Background: an optimization exercise with open tools, aiming at small area. Do not read the settings as production practice. Only simulation tests tie the RTL to the original design; equivalence was not proved. Power is estimated from default activity; no workload was simulated.

File: design/flow/design.v
module stepper_ctrl #(
    parameter PULSE_WIDTH_COUNT = 9'd75,    
    parameter HAS_ENABLE_ZERO = 0,       
    parameter DUAL_ZERO = 0,             
    parameter ACC_SHIFT = 12,            
    parameter SPD_SHIFT = 12,            
    parameter JERK_WIDTH = 9,            
    parameter ACC_WIDTH = 26,            
    parameter SPD_WIDTH = 30,            
    parameter STEP_WIDTH = 20,           
    parameter STEP_THRESH = 'd381250)    
(
    input   clk,
    input   clken_1meg,
    input   reset,
    input   estop,   
    input   swstop,  
    input   [DUAL_ZERO:0] zero,    
    output reg move_done,
    input   spi_write,
    input [3:0] spi_waddr,
    input [15:0] spi_wdata,
    input [3:0] spi_raddr,
    output reg [15:0] spi_rdata,
    output reg drv_dir,
    output reg drv_step
);
reg [JERK_WIDTH-1:0] jerk;
reg dir;                       
reg zero_clear;                
reg zero_stop;                 
reg [19:0] total_steps;        
reg [19:0] c_jerk_dur;         
reg [19:0] c_accel_dur;        
reg do_move;
reg [19:0] steps_left;
reg busy;
always @(posedge clk)
    if (reset)
    begin
        jerk <= 0;
        dir <= 0;
        zero_clear <= 0;
        zero_stop <= 0;
        total_steps <= 0;
        c_jerk_dur <= 0;
        c_accel_dur <= 0;
    end
    else
    if (spi_write)
    begin
        case (spi_waddr)
        4'h0:   {zero_stop, zero_clear, dir, jerk} <= spi_wdata[JERK_WIDTH+2:0];
        4'h1:   total_steps[15:0] <= spi_wdata;
        4'h2:   c_jerk_dur[15:0]  <= spi_wdata;
        4'h3:   c_accel_dur[15:0] <= spi_wdata;
        4'h4:   {c_accel_dur[19:16], c_jerk_dur[19:16],
                 total_steps[19:16]} <= spi_wdata[11:0];
        endcase
    end
always @(posedge clk)
    do_move <= ~reset & spi_write & spi_wdata[0] & (spi_waddr == 4'h5);
localparam
    st_Idle = 4'h0,
    st_Phase1 = 4'h1,
    st_Phase2 = 4'h2,
    st_Phase3 = 4'h3,
    st_Phase4 = 4'h4,
    st_Phase5 = 4'h5,
    st_Phase6 = 4'h6,
    st_Phase7 = 4'h7,
    st_Done   = 4'hf;
reg [3:0] state;
always @(posedge clk)
begin
    spi_rdata <= 0;
    case (spi_raddr)
    4'h0:   spi_rdata[JERK_WIDTH+2:0] <= {zero_stop, zero_clear, dir, jerk};
    4'h1:   spi_rdata <= total_steps[15:0];
    4'h2:   spi_rdata <= steps_left[15:0];
    4'h3:   spi_rdata <= c_accel_dur[15:0];
    4'h4:   spi_rdata <= {c_accel_dur[19:16], steps_left[19:16],
                          total_steps[19:16]};
    4'h5:   spi_rdata <= {busy, 3'b0, state, 8'b0};
    endcase
end
reg stop;
reg did_last_step;
wire zero_sel;
generate
    if (DUAL_ZERO)
    begin : g_zsel
        assign zero_sel = (dir ^ zero_clear) ? zero[0] : zero[1];
    end
    else
    begin : g_zsel
        assign zero_sel = zero[0];
    end
endgenerate
generate
    if (HAS_ENABLE_ZERO)
    begin : stops
        always @(posedge clk)
            stop <= reset | estop | swstop | did_last_step |
                (zero_stop & (zero_sel ^ zero_clear));
    end
    else
    begin : stops
        always @(posedge clk)
            stop <= reset | estop | swstop | did_last_step |
                (dir ? ~zero_sel & zero_clear : zero_sel);
    end
endgenerate
wire steps_done = ~|steps_left;
reg [19:0] phase_count;
reg phase_done;
wire [20:0] coast_steps_needed = {steps_left, 1'b1} - {1'b0, total_steps};
wire [19:0] coast_steps = {20{~coast_steps_needed[20]}} & coast_steps_needed[19:0];
reg motor_stopped;
reg do_step_held;
always @(posedge clk)
    phase_done <= ~|phase_count;
reg was_busy;
always @(posedge clk)
begin
    if (do_move)
        busy <= 1'b1;
    else
    if (stop | (state == st_Done))
        busy <= 1'b0;
    did_last_step <= ~reset & (state != st_Idle) & steps_done;
    was_busy <= busy;
    move_done <= ~reset & (was_busy & ~busy);
end
always @(posedge clk)
    if (stop)
    begin
        state <= st_Idle;
        phase_count <= 0;
    end
    else
    case (state)
    st_Idle:
        if (do_move)
        begin
            state <= st_Phase1;
            phase_count <= c_jerk_dur;
        end
    st_Phase1:
        if (clken_1meg)
        begin
            if (phase_done)
                state <= st_Phase2;
            if (phase_done)
                phase_count <= c_accel_dur;
            else
                phase_count <= phase_count - 1'b1;
        end
    st_Phase2:
        if (clken_1meg)
        begin
            if (phase_done)
                state <= st_Phase3;
            if (phase_done)
                phase_count <= c_jerk_dur;
            else
                phase_count <= phase_count - 1'b1;
        end
    st_Phase3:
        if (clken_1meg)
        begin
            if (phase_done)
                state <= st_Phase4;
            if (phase_done)
                phase_count <= coast_steps;
            else
                phase_count <= phase_count - 1'b1;
        end
    st_Phase4:
        begin
            if (motor_stopped)
                state <= st_Done;
            else if (clken_1meg & phase_done)
            begin
                state <= st_Phase5;
                phase_count <= c_jerk_dur;
            end
            else if (do_step_held)
                phase_count <= phase_count - 1'b1;
        end
    st_Phase5:
        if (clken_1meg)
        begin
            if (phase_done)
                state <= st_Phase6;
            if (phase_done)
                phase_count <= c_accel_dur;
            else
                phase_count <= phase_count - 1'b1;
        end
    st_Phase6:
        if (clken_1meg)
        begin
            if (phase_done)
                state <= st_Phase7;
            if (phase_done)
                phase_count <= c_jerk_dur;
            else
                phase_count <= phase_count - 1'b1;
        end
    st_Phase7:
        begin
            if (motor_stopped)
                state <= st_Done;
            else
            if (clken_1meg & phase_done)
                state <= st_Done;
            if (clken_1meg & ~phase_done)
                phase_count <= phase_count - 1'b1;
        end
    default:
        state <= st_Idle;
    endcase
reg [ACC_WIDTH-1:0] cur_accel;
always @(posedge clk)
    if (stop)
        cur_accel <= 0;
    else
    case (state)
    st_Idle:   cur_accel <= 0;
    st_Phase1,
    st_Phase5:   
        if (clken_1meg & ~phase_done)
            cur_accel <= cur_accel + {1'b0, jerk};
    st_Phase3,
    st_Phase7:
        if (clken_1meg & ~phase_done)
            cur_accel <= cur_accel - {1'b0, jerk};
        else
        if (cur_accel[ACC_WIDTH-1])   
            cur_accel <= 0;
    endcase
reg [SPD_WIDTH-1:0] cur_speed;
always @(posedge clk)
    if (stop)
    begin
        cur_speed <= 0;
        motor_stopped <= 0;
    end
    else
    case (state)
    st_Idle:
        if (do_move)
        begin
            cur_speed <= 0;
            motor_stopped <= 0;
        end
    st_Phase1,
    st_Phase2,
    st_Phase3:
        if (clken_1meg & ~phase_done)
            cur_speed <= cur_speed + {1'b0, cur_accel[ACC_WIDTH-1:ACC_SHIFT]};
    st_Phase4:
        motor_stopped <= ~|cur_speed;
    st_Phase5,
    st_Phase6,
    st_Phase7:
        if (clken_1meg)  
            cur_speed <= cur_speed - {1'b0, cur_accel[ACC_WIDTH-1:ACC_SHIFT]};
        else
        if (cur_speed[SPD_WIDTH-1] | (~|cur_speed[SPD_WIDTH-2:SPD_SHIFT]))
        begin
            cur_speed <= 0;
            motor_stopped <= 1'b1;
        end
    st_Done:
        cur_speed <= 0;
    endcase
wire [31:0] step_thresh = STEP_THRESH;
wire [STEP_WIDTH-1:0] full_step_thresh = step_thresh[STEP_WIDTH-1:0];
wire [STEP_WIDTH-1:0] half_step_thresh = {1'b0, step_thresh[STEP_WIDTH-1:1]};
reg [STEP_WIDTH-1:0] step_accum;
reg clken_1meg_h;
wire do_step = clken_1meg_h & (step_accum >= full_step_thresh);
always @(posedge clk)
begin
    clken_1meg_h <= clken_1meg;
    do_step_held <= do_step & ~stop & ~steps_done;
end
always @(posedge clk)
    if (stop)
        step_accum <= half_step_thresh;
    else
    case (state)
    st_Idle:
        step_accum <= half_step_thresh;
    st_Phase1,
    st_Phase2,
    st_Phase3,
    st_Phase4,
    st_Phase5,
    st_Phase6,
    st_Phase7:
        if (clken_1meg)
            step_accum <= step_accum + {1'b0, cur_speed[SPD_WIDTH-1:SPD_SHIFT]};
        else
        if (do_step_held)
            step_accum <= step_accum - full_step_thresh;
    endcase
always @(posedge clk)
    if (reset)
        steps_left <= 0;
    else
    if ((state == st_Idle) & do_move)
        steps_left <= total_steps;
    else
    if (do_step_held)
        steps_left <= steps_left - 1'b1;
reg [8:0] step_timer;
wire step_timer_nonzero = |step_timer;
always @(posedge clk)
    if (reset)
        step_timer <= 0;
    else
    if (do_step_held)
        step_timer <= PULSE_WIDTH_COUNT;
    else
    if (step_timer_nonzero)
        step_timer <= step_timer - 1'b1;
always @(posedge clk)
    drv_step <= step_timer_nonzero;
always @(posedge clk)
    if (reset)
        drv_dir <= 0;
    else
    if ((state == st_Idle) & do_move)
        drv_dir <= dir;
endmodule
File: design/flow/run.sh
#!/bin/bash
# synth_recipe.tcl (not shown) runs the flow's synth.tcl, then flattens the netlist and writes it again
# the make line also repeats each setting of config.mk as NAME=value (left out here)
make -C /OpenROAD-flow-scripts/flow DESIGN_CONFIG=/design/flow/config.mk WORK_HOME=/design/flow/orfs CLKGATE_MAP_FILE= SYNTH_SCRIPT=/design/flow/synth_recipe.tcl finish
File: design/flow/config.mk
export PLATFORM = sky130hd
export DESIGN_NAME = stepper_ctrl
export DESIGN_NICKNAME = stepper_ctrl
export VERILOG_FILES = /design/flow/design.v
export SDC_FILE = /design/flow/constraint.sdc
export NUM_CORES = 4
export LEC_CHECK = 0
export CAP_MARGIN = 20
export CORE_MARGIN = 2
export CORE_UTILIZATION = 40
export SLEW_MARGIN = 20
File: design/flow/constraint.sdc
create_clock -name core_clock -period 10.0 [get_ports {clk}]
set_input_delay 2.0000 -clock core_clock [delete_from_list [all_inputs] [get_ports {clk}]]
set_output_delay 2.0000 -clock core_clock [all_outputs]
set_load 0.01 [all_outputs]
==> results.yml <==
grt:
  grt_pass1_wl_um: 85600
  grt_max_degree: 68
  grt_util_met2_pct: 41.3
  overflow: 0
  met1_usage_pct: 34.4
  grt-busiest-layer: "met2"
  use_met3_pct: 2.82
  grt_usage_pct: 25.2
  antenna_found_initial: 2
  grt_pass1_vias: 15300
clocking:
  path_clk_slew_ps: 70
  insertion_delay_ps: 580
  cts_setup_buffers: 0
  cts_resized: 0
  cts_hold_buf: 0
  cts_buffers: 27
  clockBufferDepth: 3
  cts_tree: "yes"
  cts.sinks: 229
  htreeDepth: 1
  root_buffer: "clkbuf_16"
place:
  dpl-instance-area_um2: 17200
  gp_congestion: 0.928
  dp_slack_ps: 4820
  dp_hpwl_um: 38700
  io_buffer_count: 49
power_and_ir_drop:
  swShare_pct: 26.0
  p_per_area_nw_per_um2: 121
  intPower_mw: 1.62
  clock_power_share_pct: 47.4
  power_switching_mw: 0.569
  ir_drop_uv: 155
  power_leakage_nw: 7.01
  seqPwrFrac_pct: 43.3
  p_comb_share_pct: 9.3
layout:
  num_antenna_cells: 0
  layout_commonest_cell: "nor2_1"
  area_growth_syn_to_layout_pct: 10.9
  fin_nets: 2218
  layout_common_cells: "244 x nor2_1, 228 x dfxtp_1, 196 x nand2_1"
  fin_area_um2: 18100
  drive_gt1_share_pct: 6.11
  fillers: 4095
logic_synthesis:
  synth_cell_type_count: 94
  netlist_instances: 2116
  synth.yosys.seq_area_share_pct: 28.0
  synth_edf_count: 0
  async_flop_share_pct: 0
  synth_warnings: 1
  avgSynthCellArea_um2: 7.73
  synth_nets: 2240
  synthFlopType: "dfxtp_1"
  netlist_area_um2: 16400
  synth_seq_cells: 229
critical_path:
  critPathLaunchType: "input port"
  worstPathCellList: "clkdlybuf4s50_1 > buf_4 > nor2b_1 > o22ai_1 > a2111oi_4 > buf_4 > nand2_1 > a221o_1 > a221oi_1 > a2111oi_0"
  r2r_start: "cur_accel[12]"
  critPathMaxFanout: 37
  slowest_delay_ps: 450
  critPathArrivalTime_ps: 5050
  regToRegSetupSlack_ps: 6290
  cpMostUsedCell: "buf_4"
  required_ps: 10420
  reg2reg_depth: 11
  r2r-end: "cur_speed[18]"
  critPathKind: "input port to flop"
  end_kind: "flop"
  cp_slowest_cell: "clkdlybuf4s50_1"
routing:
  first_pass_iters: 5
  detail-route-antenna-nets: 0
  drc_errors: 0
  routed_wl_um: 54100
  vias_per_cell: 6.13
  drtIter0Drc: 1470
  vias: 16200
  routedWlPerCell_um: 20.4
sta:
  slew_headroom_pct: 24.5
  worst_slew_pin_slew_ps: 1120
  setup-violations-final: 0
  achievable-frequency_mhz: 216
  slew_violations: 0
  min_period_ps: 4630
  finalHoldViolCount: 0
  post-route-period-util_pct: 46.3
  fin_ws_ps: 5370
  tns_ps: 0
  rsz0062_at_grt: "no"
  finClkSkew_ps: 15.3
die:
  boundaryPins: 50
  fp-row-count: 74
  coreArea_um2: 40600
  die_h_um: 206
  die_x_um: 206
  fp.dieArea_um2: 42500
  start_util_pct: 40.3
run_status:
  status: "timing/DRC/antenna clean"
min_path:
  hold_path.class: "flop to flop"
  holdPathEnd: "step_timer[8]"
  min_from: "step_timer[8]"
  whs_path_depth: 1
run:
  max_cap_viol_count: 0
## how the worst max path moves through the flow
stage | startpoint | end
global route | clken_1meg | phase_count[8]
global placement | clken_1meg | phase_count[2]
floorplan | clken_1meg | phase_count[8]
finish | clken_1meg | phase_count[8]
detailed placement | clken_1meg | phase_count[8]
CTS | clken_1meg | phase_count[8]
## synth_stat cells (45+ instances only)
master,instances,area [µm²]
a211oi_1,52,390
a21oi_1,158,791
clkbuf_1,95,357
dfxtp_1,229,4580
ha_1,87,1090
inv_1,102,383
mux2i_1,48,480
nand2_1,196,736
nand3_1,45,225
nor2_1,245,920
nor3_1,77,385
o21ai_0,98,490
xnor2_1,52,455
## per-stage QoR
step	instances	power, mW	utilization, %	hold slack (ps)
global route	2644	2.27	44.6	468
finish	2644	2.19	44.6	450
detailed placement	2597	1.17	42.4	445
floorplan	2116	1.10	-	364
CTS	2644	2.21	44.6	453
global placement	2596	1.16	42.4	431
## area by class of cell
type / instances / area, µm² / share of cell area (%)
clock buffer: 36 / 759 / 4.19
clock inverter: 11 / 148 / 0.814
inverter: 103 / 387 / 2.13
multi-input combinational: 1660 / 10900 / 60.2
sequential: 229 / 4590 / 25.3
tap: 532 / 666 / 3.67
timing repair buffer: 73 / 672 / 3.70
## flip-flops by register name, indices dropped and copies added, names as in the netlist, 4 cells and up
| register | flops |
|---|---|
| spi_rdata | 16 |
| step_accum | 20 |
| cur_speed | 30 |
| step_timer | 9 |
| total_steps | 20 |
| cur_accel | 26 |
| phase_count | 20 |
| steps_left | 20 |
| c_accel_dur | 20 |
| jerk | 9 |
| c_jerk_dur | 20 |
| state | 4 |
## layer usage
layer	up-vias	part of all wire (%)
met4	0	3.1
met1	7804	45
met5	-	0
met2	531	45
met3	101	6.1
li1	7782	-
## worst max-delay path: cells and delay by family
kind,cells,cell delay (ps)
buffers and inverters,3,1190
and+or+nand+nor,2,640
AOI/OAI and AO/OA,5,1170
## power by group through the flow
stage               Combinational, mW  Clock, mW  Sequential, mW
global placement                0.195          0           0.969
detailed placement              0.200          0           0.970
finish                          0.204       1.04           0.950
floorplan                       0.140          0           0.963
global route                    0.225       1.09           0.952
CTS                             0.201       1.06           0.950
## logic make-up after synthesis
kind of cell    synth area share [%]
flops                           28.0
buf+inv                         5.44
xor+xnor                        4.28
fa+ha+maj                       7.45
compound gates                  29.4
simple gates                    22.5
mux                             2.94

==> static timing again, ports no longer ideal <==
In the flow no input, the clock included, has a driving cell. The finished layout below was timed again as built, in two steps. Step 1: set_driving_cell puts a clkbuf_16 on clk and a buf_2 on each other input, an assumption about the parent block. Step 2 moves the port delays by t, midway between the first and last clock arrival at a register: inputs arrive t later, outputs are due t later. That takes back most of the time a late clock gives input paths. Slacks: ideal / step 1 / step 2; pairs: ideal / step 1.
shift t [ns]: 0.627
setup WS [ns]: 5.368 / 5.399 / 4.772
worst slew at a driven data input, ns: 0.06
After both steps setup and hold are still met in this run. For this run, drivers alone change the setup slack by +0.031 ns; drivers and shift together by -0.596 ns.
